This design comes from an exercise in tuning for a short achievable clock period and few clock cycles on the open sky130 flow, not from production work.
At most, simulation tests tie the RTL to the original design; equivalence was not proved.
Power figures rest on the tool's default switching activity, not on a simulated workload.

==> flow/design.v <==
module open_risc_v(
	input  wire 		  clk   		,
	input  wire 		  rst		    ,
	input  wire [31:0]    inst_i		,
	output wire [31:0]    inst_addr_o	,
	output wire 		  rd_wen_o		,
	output wire [4:0]     rd_addr_o		,
	output wire [31:0]    rd_data_o
);
	function [32:0] ks_add;
		input [31:0] x;
		input [31:0] y;
		input        cin;
		reg   [31:0] g, p, gg, pp;
		integer      i, d;
		begin
			g  = x & y;
			p  = x ^ y;
			gg = g;
			gg[0] = g[0] | (p[0] & cin);
			pp = p;
			for (d = 1; d < 32; d = d * 2)
				for (i = 31; i >= d; i = i - 1) begin
					gg[i] = gg[i] | (pp[i] & gg[i-d]);
					pp[i] = pp[i] & pp[i-d];
				end
			ks_add[0] = p[0] ^ cin;
			for (i = 1; i < 32; i = i + 1)
				ks_add[i] = p[i] ^ gg[i-1];
			ks_add[32] = gg[31];
		end
	endfunction
	localparam BB = 7;               
	reg [31:0] pc_q;
	reg [31:0] ras_q;                
	reg [31:0] jt_q;                 
	reg [2:0]  bt [0:(1<<BB)-1];     
	reg        e_valid;
	reg [31:0] e_op1, e_op2;
	reg [31:0] e_sha;                
	reg [4:0]  e_shb;
	reg [31:0] e_ca, e_cb;           
	reg [4:0]  e_rd;
	reg        e_wen;
	reg        e_add, e_sub, e_slt, e_sltu, e_xor, e_or, e_and;
	reg        e_sll, e_srl, e_sra, e_link;
	reg [31:0] e_pc4;
	reg [31:0] e_tgt;
	reg        e_br;
	reg        e_ceq, e_clt, e_cltu;
	reg        e_x;                  
	reg        e_pred;
	reg        e_jalr;
	reg        e_jpred;
	reg [31:0] e_ptgt;
	reg [BB-1:0] e_bidx;
	reg [2:0]  e_bctr;
	reg        u_bvalid;
	reg        u_taken;
	reg [BB-1:0] u_bidx;
	reg [2:0]  u_bctr;
	reg        u_jvalid;
	reg [31:0] u_jtgt;
	reg        slow_q;
	reg [31:0] rtgt_q;
	reg        w_wen;
	reg [4:0]  w_rd;
	reg [31:0] w_data;
	reg [31:0] rf [1:31];
	wire [31:0] ins = inst_i;
	wire [4:0]  opc = ins[6:2];
	wire [2:0]  f3  = ins[14:12];
	wire [4:0]  rd  = ins[11:7];
	wire [4:0]  rs1 = ins[19:15];
	wire [4:0]  rs2 = ins[24:20];
	wire is_op    = (opc == 5'b01100);
	wire is_opimm = (opc == 5'b00100);
	wire is_lui   = (opc == 5'b01101);
	wire is_auipc = (opc == 5'b00101);
	wire is_jal   = (opc == 5'b11011);
	wire is_jalr  = (opc == 5'b11001);
	wire is_br    = (opc == 5'b11000);
	wire [31:0] imm_i = {{20{ins[31]}}, ins[31:20]};
	wire [31:0] imm_u = {ins[31:12], 12'b0};
	wire [31:0] imm_b = {{19{ins[31]}}, ins[31], ins[7], ins[30:25], ins[11:8], 1'b0};
	wire [31:0] imm_j = {{11{ins[31]}}, ins[31], ins[19:12], ins[20], ins[30:21], 1'b0};
	wire [31:0] rf1 = (rs1 == 5'd0) ? 32'b0 : ((w_wen & (rs1 == w_rd)) ? w_data : rf[rs1]);
	wire [31:0] rf2 = (rs2 == 5'd0) ? 32'b0 : ((w_wen & (rs2 == w_rd)) ? w_data : rf[rs2]);
	wire [32:0] pc4_c = ks_add(pc_q, 32'd4, 1'b0);
	wire [31:0] pc4   = pc4_c[31:0];
	wire [32:0] tgtj_c = ks_add(pc_q, imm_j, 1'b0);
	wire [32:0] tgtb_c = ks_add(pc_q, imm_b, 1'b0);
	wire [31:0] f_tgt  = ins[3] ? tgtj_c[31:0] : tgtb_c[31:0];
	wire [BB-1:0] f_bidx = pc_q[BB+1:2];
	wire [2:0]    f_bctr = bt[f_bidx];
	wire f_bdir  = f_bctr[2] ? f_bctr[1] : (ins[31] | ins[12]);
	wire f_bpred = is_br & f_bdir;
	wire f_take  = is_jal | f_bpred;
	wire f_jpred = is_jalr & (ins[31:20] == 12'b0);
	wire [31:0] f_jtgt = (rd == 5'd0) ? ras_q : jt_q;
	wire uses1 = is_op | is_opimm | is_br | is_jalr;
	wire uses2 = is_op | is_br;
	wire e_wr  = e_valid & e_wen;
	wire [31:0] op1_d = is_auipc ? pc_q : (is_lui ? 32'b0 : rf1);
	wire [31:0] op2_d = uses2 ? rf2 : ((is_lui | is_auipc) ? imm_u : imm_i);
	wire alu_rr  = is_op;
	wire alu_ri  = is_opimm;
	wire alu_any = alu_rr | alu_ri;
	wire is_shift = alu_any & ((f3 == 3'b001) | (f3 == 3'b101));
	wire is_cmp   = is_br | is_jalr | (alu_any & ((f3 == 3'b010) | (f3 == 3'b011)));
	wire fwd1    = uses1 & e_wr & (rs1 == e_rd);
	wire fwd2    = uses2 & e_wr & (rs2 == e_rd);
	wire [31:0] a = e_op1;
	wire [31:0] b = e_op2;
	wire [32:0] sum_c  = ks_add(a, b, 1'b0);
	wire [32:0] diff_c = ks_add(a, ~b, 1'b1);
	wire [31:0] sum  = sum_c[31:0];
	wire [31:0] diff = diff_c[31:0];
	wire        eq   = (e_ca == e_cb);
	wire        ltu  = (e_ca < e_cb);
	wire        lt   = ($signed(e_ca) < $signed(e_cb));
	wire [31:0] sll  = e_sha << e_shb;
	wire [31:0] srl  = e_sha >> e_shb;
	wire [31:0] sra  = $signed(e_sha) >>> e_shb;
	wire [31:0] res_other =
		({32{e_slt }} & {31'b0, lt }) |
		({32{e_sltu}} & {31'b0, ltu}) |
		({32{e_xor }} & (a ^ b)) |
		({32{e_or  }} & (a | b)) |
		({32{e_and }} & (a & b)) |
		({32{e_sll }} & sll) |
		({32{e_srl }} & srl) |
		({32{e_sra }} & sra) |
		({32{e_link}} & e_pc4);
	wire [31:0] result = ({32{e_add}} & sum) | ({32{e_sub}} & diff) | res_other;
	wire cmp      = (e_ceq & eq) | (e_clt & lt) | (e_cltu & ltu);
	wire br_mis   = e_valid & e_br & (cmp ^ e_x);
	wire jalr_mis = e_valid & e_jalr & e_jpred & (e_ca != e_ptgt);
	wire jalr_slow = e_valid & e_jalr & ~e_jpred;
	wire redirect = br_mis | jalr_mis;
	wire [31:0] redirect_tgt = e_jalr ? {e_ca[31:1], 1'b0} : (e_pred ? e_pc4 : e_tgt);
	wire taken    = cmp ^ e_x ^ e_pred;
	integer i;
	always @(posedge clk) begin
		if (rst == 1'b0) begin
			pc_q     <= 32'b0;
			slow_q   <= 1'b0;
			ras_q    <= 32'b0;
			jt_q     <= 32'b0;
			e_valid  <= 1'b0;
			u_bvalid <= 1'b0;
			u_jvalid <= 1'b0;
			w_wen    <= 1'b0;
			for (i = 0; i < (1<<BB); i = i + 1)
				bt[i] <= 3'b0;
			for (i = 1; i < 32; i = i + 1)
				rf[i] <= 32'b0;
		end else begin
			slow_q <= jalr_slow;
			if (slow_q)
				pc_q <= rtgt_q;
			else if (redirect)
				pc_q <= redirect_tgt;
			else if (f_take)
				pc_q <= f_tgt;
			else if (f_jpred)
				pc_q <= f_jtgt;
			else
				pc_q <= pc4;
			if ((is_jal | is_jalr) & (rd == 5'd1))
				ras_q <= pc4;
			e_valid <= ~(redirect | jalr_slow | slow_q);
			u_bvalid <= e_valid & e_br;
			u_jvalid <= e_valid & e_jalr & (e_rd != 5'd0);
			if (u_bvalid)
				bt[u_bidx] <= {1'b1, u_bctr[2] ? (u_taken ? ((u_bctr[1:0] == 2'b11) ? 2'b11 : u_bctr[1:0] + 2'b01)
				                                          : ((u_bctr[1:0] == 2'b00) ? 2'b00 : u_bctr[1:0] - 2'b01))
				                               : (u_taken ? 2'b11 : 2'b00)};
			if (u_jvalid)
				jt_q <= u_jtgt;
			w_wen <= e_wr;
			if (w_wen)
				rf[w_rd] <= w_data;
		end
	end
	always @(posedge clk) begin
		e_op1   <= ({32{fwd1 & e_add}} & sum) | ({32{fwd1 & e_sub}} & diff) |
		           ({32{fwd1}} & res_other) | ({32{~fwd1}} & op1_d);
		e_op2   <= ({32{fwd2 & e_add}} & sum) | ({32{fwd2 & e_sub}} & diff) |
		           ({32{fwd2}} & res_other) | ({32{~fwd2}} & op2_d);
		if (is_cmp) begin
			e_ca <= fwd1 ? result : op1_d;
			e_cb <= fwd2 ? result : op2_d;
		end
		if (is_shift) begin
			e_sha <= fwd1 ? result : op1_d;
			e_shb <= fwd2 ? result[4:0] : op2_d[4:0];
		end
		e_rd    <= rd;
		e_wen   <= (alu_any | is_lui | is_auipc | is_jal | is_jalr) & (rd != 5'd0);
		e_add   <= (alu_ri & f3 == 3'b000) | (alu_rr & f3 == 3'b000 & ~ins[30]) |
		           is_lui | is_auipc;
		e_sub   <= alu_rr & f3 == 3'b000 & ins[30];
		e_slt   <= alu_any & f3 == 3'b010;
		e_sltu  <= alu_any & f3 == 3'b011;
		e_xor   <= alu_any & f3 == 3'b100;
		e_or    <= alu_any & f3 == 3'b110;
		e_and   <= alu_any & f3 == 3'b111;
		e_sll   <= alu_any & f3 == 3'b001;
		e_srl   <= alu_any & f3 == 3'b101 & ~ins[30];
		e_sra   <= alu_any & f3 == 3'b101 & ins[30];
		e_link  <= is_jal | is_jalr;
		e_pc4   <= pc4;
		e_tgt   <= f_tgt;
		e_br    <= is_br;
		e_ceq   <= (f3[2:1] == 2'b00);
		e_clt   <= (f3[2:1] == 2'b10);
		e_cltu  <= (f3[2:1] == 2'b11);
		e_x     <= f3[0] ^ f_bpred;
		e_pred  <= f_bpred;
		e_jalr  <= is_jalr;
		e_jpred <= f_jpred;
		e_ptgt  <= f_jtgt;
		e_bidx  <= f_bidx;
		e_bctr  <= f_bctr;
		u_taken <= taken;
		u_bidx  <= e_bidx;
		u_bctr  <= e_bctr;
		u_jtgt  <= {sum[31:1], 1'b0};
		rtgt_q  <= {sum[31:1], 1'b0};
		w_rd    <= e_rd;
		w_data  <= result;
	end
	assign inst_addr_o = pc_q;
	assign rd_wen_o    = w_wen & rst;
	assign rd_addr_o   = w_rd;
	assign rd_data_o   = w_data;
endmodule
export LEC_CHECK = 0
export ABC_CLOCK_PERIOD_IN_PS = 2500
export CAP_MARGIN = 20
export CORE_MARGIN = 2
export CORE_UTILIZATION = 40
export PLACE_DENSITY = 0.7
export SETUP_SLACK_MARGIN = 4.0
export SLEW_MARGIN = 20
export TNS_END_PERCENT = 100
create_clock -name core_clock -period 7.2 [get_ports {clk}]
run.sh (not shown) runs the stock make flow with config.mk's settings and CLKGATE_MAP_FILE= SYNTH_SCRIPT=/design/flow/synth_recipe.tcl, a recipe that flattens the netlist after the stock synthesis.
Testbench counts at the start, summed over its fixed seeds: cycles 63,656.
==> next run, changes <==
--- a/flow/design.v
+++ b/flow/design.v
@@ -96,10 +96,13 @@
 	wire f_bdir  = f_bctr[2] ? f_bctr[1] : (ins[31] | ins[12]);
 	wire f_bpred = is_br & f_bdir;
 	wire f_take  = is_jal | f_bpred;
 	wire f_jpred = is_jalr & (ins[31:20] == 12'b0);
 	wire [31:0] f_jtgt = (rd == 5'd0) ? ras_q : jt_q;
+	wire [31:0] fpc_nb = f_jpred ? f_jtgt : pc4;
+	wire [31:0] fpc_t  = slow_q ? rtgt_q : ((is_jal | is_br) ? f_tgt : fpc_nb);
+	wire [31:0] fpc_n  = slow_q ? rtgt_q : (is_jal ? f_tgt : fpc_nb);
 	wire uses1 = is_op | is_opimm | is_br | is_jalr;
 	wire uses2 = is_op | is_br;
 	wire e_wr  = e_valid & e_wen;
 	wire [31:0] op1_d = is_auipc ? pc_q : (is_lui ? 32'b0 : rf1);
 	wire [31:0] op2_d = uses2 ? rf2 : ((is_lui | is_auipc) ? imm_u : imm_i);
@@ -155,20 +158,16 @@
 				bt[i] <= 3'b0;
 			for (i = 1; i < 32; i = i + 1)
 				rf[i] <= 32'b0;
 		end else begin
 			slow_q <= jalr_slow;
-			if (slow_q)
-				pc_q <= rtgt_q;
-			else if (redirect)
+			if (redirect)
 				pc_q <= redirect_tgt;
-			else if (f_take)
-				pc_q <= f_tgt;
-			else if (f_jpred)
-				pc_q <= f_jtgt;
+			else if (f_bdir)
+				pc_q <= fpc_t;
 			else
-				pc_q <= pc4;
+				pc_q <= fpc_n;
 			if ((is_jal | is_jalr) & (rd == 5'd1))
 				ras_q <= pc4;
 			e_valid <= ~(redirect | jalr_slow | slow_q);
 			u_bvalid <= e_valid & e_br;
 			u_jvalid <= e_valid & e_jalr & (e_rd != 5'd0);
@@ -187,16 +186,20 @@
 		e_op1   <= ({32{fwd1 & e_add}} & sum) | ({32{fwd1 & e_sub}} & diff) |
 		           ({32{fwd1}} & res_other) | ({32{~fwd1}} & op1_d);
 		e_op2   <= ({32{fwd2 & e_add}} & sum) | ({32{fwd2 & e_sub}} & diff) |
 		           ({32{fwd2}} & res_other) | ({32{~fwd2}} & op2_d);
 		if (is_cmp) begin
-			e_ca <= fwd1 ? result : op1_d;
-			e_cb <= fwd2 ? result : op2_d;
+			e_ca <= ({32{fwd1 & e_add}} & sum) | ({32{fwd1 & e_sub}} & diff) |
+			        ({32{fwd1}} & res_other) | ({32{~fwd1}} & op1_d);
+			e_cb <= ({32{fwd2 & e_add}} & sum) | ({32{fwd2 & e_sub}} & diff) |
+			        ({32{fwd2}} & res_other) | ({32{~fwd2}} & op2_d);
 		end
 		if (is_shift) begin
-			e_sha <= fwd1 ? result : op1_d;
-			e_shb <= fwd2 ? result[4:0] : op2_d[4:0];
+			e_sha <= ({32{fwd1 & e_add}} & sum) | ({32{fwd1 & e_sub}} & diff) |
+			         ({32{fwd1}} & res_other) | ({32{~fwd1}} & op1_d);
+			e_shb <= ({5{fwd2 & e_add}} & sum[4:0]) | ({5{fwd2 & e_sub}} & diff[4:0]) |
+			         ({5{fwd2}} & res_other[4:0]) | ({5{~fwd2}} & op2_d[4:0]);
 		end
 		e_rd    <= rd;
 		e_wen   <= (alu_any | is_lui | is_auipc | is_jal | is_jalr) & (rd != 5'd0);
 		e_add   <= (alu_ri & f3 == 3'b000) | (alu_rr & f3 == 3'b000 & ~ins[30]) |
 		           is_lui | is_auipc;
Outcome: The changed run completed without violations. Sequential cell count is unchanged. Via count came out higher by 2.9%. Non-clock buffer count rose by 37. Wire length increases by 3.6%. Synthesized area barely changes. Setup slack got worse by 0.15 ns. Clock power hardly moves. Sequential share of layout area went down by 0.34 points. Critical path depth is higher by 3. Design area went up by 0.90%. Synthesized cell count is about the same. Worst hold slack gains 0.025 ns.
For the second run of this note, only the layout was checked, not whether the RTL still works.

==> separate check: timing with driven ports <==
No port has a modelled driver above. Below, the same layouts with a new extraction and two added sets of constraints. Step 1 (the two cells are an assumption about what drives the block):
set clk [get_ports {clk}]
set_driving_cell -lib_cell sky130_fd_sc_hd__clkbuf_16 $clk
set_driving_cell -lib_cell sky130_fd_sc_hd__buf_2 [delete_from_list [all_inputs] $clk]
Step 2 moves the port delays by t, midway between the first and last clock arrival at a register: inputs arrive t later, outputs are due t later. That takes back most of the time a late clock gives input paths. Three values: ideal, step 1, step 2; two values: the first two.
run | t, ns | setup WS [ns] | latest minus earliest clock arrival (ns) | slew at the worst register clock pin (ns) | pins driven straight from the clock port
the first run | 0.931 | 3.541 / 3.240 / 2.309 | 0.119 / 0.120 | 0.07 / 0.07 | 1
the second run | 0.946 | 3.394 / 3.266 / 2.320 | 0.063 / 0.062 | 0.07 / 0.07 | 1
After both steps every run listed still meets setup and hold. The setup slack of the first run, which loses most, moves by -0.301 ns with the drivers and by -1.232 ns with both steps.
